This is an optimization exercise on Yosys and OpenROAD, whose aim is small area, a short achievable clock period and few clock cycles per item, not a production implementation. Power figures rest on the tool's default switching activity, not on a simulated workload.

==> flow/design.v <==
module binary_division #(
    parameter   INTEGER_SIZE = 16,
                FRACT_SIZE = 16
) (
    input   wire                                            clk, rst, start_div,
    input   wire signed[INTEGER_SIZE+FRACT_SIZE-1:0]        dividend, divisor,
    output  reg  signed[INTEGER_SIZE+FRACT_SIZE-1:0]        Q_output,
    output  reg                                             end_div
);
localparam W = INTEGER_SIZE+FRACT_SIZE;        
localparam NBITS = INTEGER_SIZE+2*FRACT_SIZE;  
localparam [2:0] IDLE = 3'd0, ABS = 3'd1, ITER = 3'd2, NEG = 3'd3, DONE = 3'd4;
localparam SA = 8, SB = 16;               
reg  [2:0]   st;
reg  [5:0]   cnt;       
reg  [W-1:0] R;         
reg  [W-1:0] Q;         
reg  [W-2:0] Mc;        
reg          mneg;      
reg          s;         
reg          nmin;      
reg          sub;       
wire         neg_en = (st == ABS) ? Q[W-1] : s;
wire [W-1:0] qor;                               
pfor #(.N(W)) u_qor (.x(Q), .y(qor));
wire [W-1:0] Qneg = Q ^ ({qor[W-2:0], 1'b0} & {W{neg_en}});
wire [W-2:0] mcr, mhir, mhi;                    
genvar gi;
generate for (gi = 0; gi < W-1; gi = gi + 1) begin : g_rev
    assign mcr[gi] = Mc[W-2-gi];
    assign mhi[gi] = mhir[W-2-gi];
end endgenerate
pfor #(.N(W-1)) u_mhi (.x(mcr), .y(mhir));
wire [W-1:0] mmask = ~{2'b00, mhi[W-2:1]};      
wire         mzero = ~mhi[0] & ~mneg;           
wire         b    = Q[W-1] & ~cnt[5];           
wire [W-1:0] sum;
padd #(.N(W), .KIND(1)) u_add (.a({R[W-2:0], b}), .b({sub, Mc ^ {(W-1){sub}}}),
                                   .cin(sub ^ mneg), .s(sum));
wire         last = (cnt == NBITS-1);
wire         qbit = mzero ? ~(nmin & last) : ~sum[W-1];
reg  [SA-1:0] fedA;
reg  [SB-1:0] fedB;
integer j;
always @(*) begin
    for (j = 0; j < SA; j = j + 1)
        fedA[SA-1-j] = Q[W-1-j] & ~cnt[5] & ({1'b0, cnt[4:0]} + j < 32);
    for (j = 0; j < SB; j = j + 1)
        fedB[SB-1-j] = Q[W-1-j] & ~cnt[5] & ({1'b0, cnt[4:0]} + j < 32);
end
wire [W-1:0] RA  = {R[W-1-SA:0], fedA};
wire [W-1:0] RB  = {R[W-1-SB:0], fedB};
wire         okA = ~R[W-1] & ~|R[W-2:W-1-SA] & ~|(RA & mmask) & ~mzero & (cnt <= NBITS-SA);
wire         okB = ~R[W-1] & ~|R[W-2:W-1-SB] & ~|(RB & mmask) & ~mzero & (cnt <= NBITS-SB);
wire         skip = okA | okB;
wire [5:0]   cnt_n = cnt + (okB ? SB : okA ? SA : 6'd1);
wire [W-1:0] R_n   = skip ? (okB ? RB : RA) : sum;
wire         fin   = okB ? (cnt == NBITS-SB) : okA ? (cnt == NBITS-SA) : last;
always @(posedge clk or negedge rst) begin
    if (!rst)
        st <= IDLE;
    else case (st)
        IDLE: if (start_div) st <= dividend[W-1] ? ABS : ITER;
        ABS:  st <= ITER;
        ITER: if (fin) st <= s ? NEG : DONE;
        NEG:  st <= DONE;
        default: st <= IDLE;
    endcase
end
always @(posedge clk) begin
    if (st == IDLE) begin
        Mc   <= divisor[W-2:0] ^ {(W-1){divisor[W-1]}};
        mneg <= divisor[W-1];
        s    <= dividend[W-1] ^ divisor[W-1];
        nmin <= (dividend == {1'b1, {(W-1){1'b0}}});
    end
    R   <= (st != ITER) ? {W{1'b0}} : R_n;
    sub <= (st != ITER) ? 1'b1 : ~R_n[W-1];
    cnt <= (st != ITER) ? 6'd0 : cnt_n;
    Q   <= (st == IDLE) ? dividend :
           (st != ITER) ? Qneg :
           okB          ? Q << SB :
           okA          ? Q << SA : {Q[W-2:0], qbit};
end
always @(*) begin
    Q_output = Q;
    end_div  = (st == DONE);
end
endmodule
module padd #(parameter N = 33, parameter KIND = 0) (
    input  wire [N-1:0] a, b,
    input  wire         cin,
    output wire [N-1:0] s
);
    reg [N-1:0] G, P, Gn, Pn;
    integer i, l, j, d;
    wire [N-1:0] p = a ^ b;
    wire [N-1:0] g = a & b;
    always @(*) begin
        G = g; P = p;
        G[0] = g[0] | (p[0] & cin);
        if (KIND == 0) begin             
            for (i = 1; i < N; i = i + 1) begin G[i] = G[i] | (P[i] & G[i-1]); P[i] = P[i] & P[i-1]; end
        end else if (KIND == 1) begin    
            for (l = 0; (1 << l) < N; l = l + 1) begin
                Gn = G; Pn = P;
                for (i = 0; i < N; i = i + 1)
                    if ((i >> l) & 1) begin
                        j = ((i >> l) << l) - 1;
                        Gn[i] = G[i] | (P[i] & G[j]); Pn[i] = P[i] & P[j];
                    end
                G = Gn; P = Pn;
            end
        end else if (KIND == 2) begin    
            for (l = 0; (1 << l) < N; l = l + 1) begin
                Gn = G; Pn = P;
                for (i = 0; i < N; i = i + 1)
                    if (i >= (1 << l)) begin
                        j = i - (1 << l);
                        Gn[i] = G[i] | (P[i] & G[j]); Pn[i] = P[i] & P[j];
                    end
                G = Gn; P = Pn;
            end
        end else begin                   
            for (l = 0; (1 << l) < N; l = l + 1)
                for (i = 0; i < N; i = i + 1)
                    if ((i % (2 << l)) == (2 << l) - 1) begin
                        G[i] = G[i] | (P[i] & G[i-(1<<l)]); P[i] = P[i] & P[i-(1<<l)];
                    end
            for (l = 5; l >= 0; l = l - 1)
                for (i = 0; i < N; i = i + 1)
                    if (i >= (3 << l) - 1 && (i % (2 << l)) == (1 << l) - 1) begin
                        G[i] = G[i] | (P[i] & G[i-(1<<l)]); P[i] = P[i] & P[i-(1<<l)];
                    end
        end
    end
    assign s = p ^ {G[N-2:0], cin};
endmodule
module pfor #(parameter N = 32) (
    input  wire [N-1:0] x,
    output reg  [N-1:0] y
);
    reg [N-1:0] t;
    integer i, l;
    always @(*) begin
        y = x;
        for (l = 0; (1 << l) < N; l = l + 1) begin
            t = y;
            for (i = 0; i < N; i = i + 1)
                if ((i >> l) & 1)
                    t[i] = y[i] | y[((i >> l) << l) - 1];
            y = t;
        end
    end
endmodule
Settings: LEC_CHECK=0, CAP_MARGIN=20, CORE_MARGIN=2, CORE_UTILIZATION=40, SETUP_SLACK_MARGIN=3.0, SLEW_MARGIN=20; clock period 6.0 ns.
run.sh (not shown) runs the stock make flow with config.mk's settings and CLKGATE_MAP_FILE= SYNTH_SCRIPT=/design/flow/synth_recipe.tcl, a recipe that flattens the netlist after the stock synthesis.
The first run produced a clean layout.
Rerun with:
--- a/flow/design.v
+++ b/flow/design.v
@@ -10,52 +10,44 @@
 localparam W = INTEGER_SIZE+FRACT_SIZE;        
 localparam NBITS = INTEGER_SIZE+2*FRACT_SIZE;  
 localparam [2:0] IDLE = 3'd0, ABS = 3'd1, ITER = 3'd2, NEG = 3'd3, DONE = 3'd4;
-localparam SA = 8, SB = 16;               
 reg  [2:0]   st;
 reg  [5:0]   cnt;       
 reg  [W-1:0] R;         
 reg  [W-1:0] Q;         
-reg  [W-2:0] Mc;        
-reg          mneg;      
+reg  [W-1:0] M;         
 reg          s;         
 reg          nmin;      
 reg          sub;       
 wire         neg_en = (st == ABS) ? Q[W-1] : s;
 wire [W-1:0] qor;                               
 pfor #(.N(W)) u_qor (.x(Q), .y(qor));
-wire [W-1:0] Qneg = Q ^ ({qor[W-2:0], 1'b0} & {W{neg_en}});
-wire [W-2:0] mcr, mhir, mhi;                    
+wire [W-1:0] qlow = {qor[W-2:0], 1'b0};         
+wire [W-1:0] Qneg = Q ^ (qlow & {W{neg_en}});
+wire [W-1:0] mc = M ^ {W{M[W-1]}};             
+wire [W-1:0] mcr, mhir, mhi;                    
 genvar gi;
-generate for (gi = 0; gi < W-1; gi = gi + 1) begin : g_rev
-    assign mcr[gi] = Mc[W-2-gi];
-    assign mhi[gi] = mhir[W-2-gi];
+generate for (gi = 0; gi < W; gi = gi + 1) begin : g_rev
+    assign mcr[gi] = mc[W-1-gi];
+    assign mhi[gi] = mhir[W-1-gi];
 end endgenerate
-pfor #(.N(W-1)) u_mhi (.x(mcr), .y(mhir));
-wire [W-1:0] mmask = ~{2'b00, mhi[W-2:1]};      
-wire         mzero = ~mhi[0] & ~mneg;           
+pfor #(.N(W)) u_mhi (.x(mcr), .y(mhir));
+wire [W-1:0] mmask = ~{1'b0, mhi[W-1:1]};       
+wire mzero = ~mhi[0] & ~M[W-1];                 
 wire         b    = Q[W-1] & ~cnt[5];           
 wire [W-1:0] sum;
-padd #(.N(W), .KIND(1)) u_add (.a({R[W-2:0], b}), .b({sub, Mc ^ {(W-1){sub}}}),
-                                   .cin(sub ^ mneg), .s(sum));
+padd #(.N(W), .KIND(1)) u_add (.a({R[W-2:0], b}), .b(M ^ {W{sub}}), .cin(sub), .s(sum));
 wire         last = (cnt == NBITS-1);
 wire         qbit = mzero ? ~(nmin & last) : ~sum[W-1];
-reg  [SA-1:0] fedA;
-reg  [SB-1:0] fedB;
+reg  [7:0]   fed;
 integer j;
-always @(*) begin
-    for (j = 0; j < SA; j = j + 1)
-        fedA[SA-1-j] = Q[W-1-j] & ~cnt[5] & ({1'b0, cnt[4:0]} + j < 32);
-    for (j = 0; j < SB; j = j + 1)
-        fedB[SB-1-j] = Q[W-1-j] & ~cnt[5] & ({1'b0, cnt[4:0]} + j < 32);
-end
-wire [W-1:0] RA  = {R[W-1-SA:0], fedA};
-wire [W-1:0] RB  = {R[W-1-SB:0], fedB};
-wire         okA = ~R[W-1] & ~|R[W-2:W-1-SA] & ~|(RA & mmask) & ~mzero & (cnt <= NBITS-SA);
-wire         okB = ~R[W-1] & ~|R[W-2:W-1-SB] & ~|(RB & mmask) & ~mzero & (cnt <= NBITS-SB);
-wire         skip = okA | okB;
-wire [5:0]   cnt_n = cnt + (okB ? SB : okA ? SA : 6'd1);
-wire [W-1:0] R_n   = skip ? (okB ? RB : RA) : sum;
-wire         fin   = okB ? (cnt == NBITS-SB) : okA ? (cnt == NBITS-SA) : last;
+always @(*)
+    for (j = 0; j < 8; j = j + 1)
+        fed[7-j] = Q[W-1-j] & ~cnt[5] & ({1'b0, cnt[4:0]} + j < 32);
+wire [W-1:0] R8   = {R[W-9:0], fed};
+wire         skip = ~R[W-1] & ~|R[W-2:W-9] & ~|(R8 & mmask) & ~mzero & (cnt <= NBITS-8);
+wire [5:0]   cnt_n = cnt + (skip ? 6'd8 : 6'd1);
+wire [W-1:0] R_n   = skip ? R8 : sum;
+wire         fin = skip ? (cnt == NBITS-8) : last;
 always @(posedge clk or negedge rst) begin
     if (!rst)
         st <= IDLE;
@@ -69,18 +61,16 @@
 end
 always @(posedge clk) begin
     if (st == IDLE) begin
-        Mc   <= divisor[W-2:0] ^ {(W-1){divisor[W-1]}};
-        mneg <= divisor[W-1];
+        M    <= divisor;
         s    <= dividend[W-1] ^ divisor[W-1];
         nmin <= (dividend == {1'b1, {(W-1){1'b0}}});
     end
     R   <= (st != ITER) ? {W{1'b0}} : R_n;
-    sub <= (st != ITER) ? 1'b1 : ~R_n[W-1];
+    sub <= (st == IDLE) ? ~divisor[W-1] : (st != ITER) ? ~M[W-1] : ~(R_n[W-1] ^ M[W-1]);
     cnt <= (st != ITER) ? 6'd0 : cnt_n;
     Q   <= (st == IDLE) ? dividend :
            (st != ITER) ? Qneg :
-           okB          ? Q << SB :
-           okA          ? Q << SA : {Q[W-2:0], qbit};
+           skip         ? Q << 8 : {Q[W-2:0], qbit};
 end
 always @(*) begin
     Q_output = Q;
Result: The changed run produced a clean layout; routed wire length shrinks by 20%; area after synthesis drops by 8.4%; sequential share of layout area rises by 3.2 points; critical path depth increases by 3; design area drops by 13%; worst setup slack gets better by 0.18 ns; via count is lower by 19%; die area shrinks by 8.2%; clock power came out lower by 10%; power drops by 7.6%; cell count is lower by 13%; utilization goes down by 1.9 points; global-route usage fell by 3.1 points.
No functional check of the RTL was part of any run of this note.

-- what the ideal ports hide --
In the flow no input, the clock included, has a driving cell. The finished layouts below were timed again as built, in two steps. Step 1 sets driving cells, clkbuf_16 on the clock port and buf_2 on the other inputs (assumed; they add their load-dependent delay and slew). Step 2 moves the port delays by t, midway between the first and last clock arrival at a register: inputs arrive t later, outputs are due t later. That takes back most of the time a late clock gives input paths. a / b / c = ideal / step 1 / step 2; a / b = the first two.
run	t (ns)	setup slack, ns	hold slack, ns	clock arrival spread, ns	worst register clock-pin slew, ns
the first run	0.406	2.766 / 2.766 / 2.766	0.555 / 0.555 / 0.555	0.011 / 0.011	0.08 / 0.08
the second run	0.404	2.948 / 2.948 / 2.948	0.516 / 0.516 / 0.516	0.012 / 0.013	0.08 / 0.08
After both steps setup and hold are still met in every run listed.
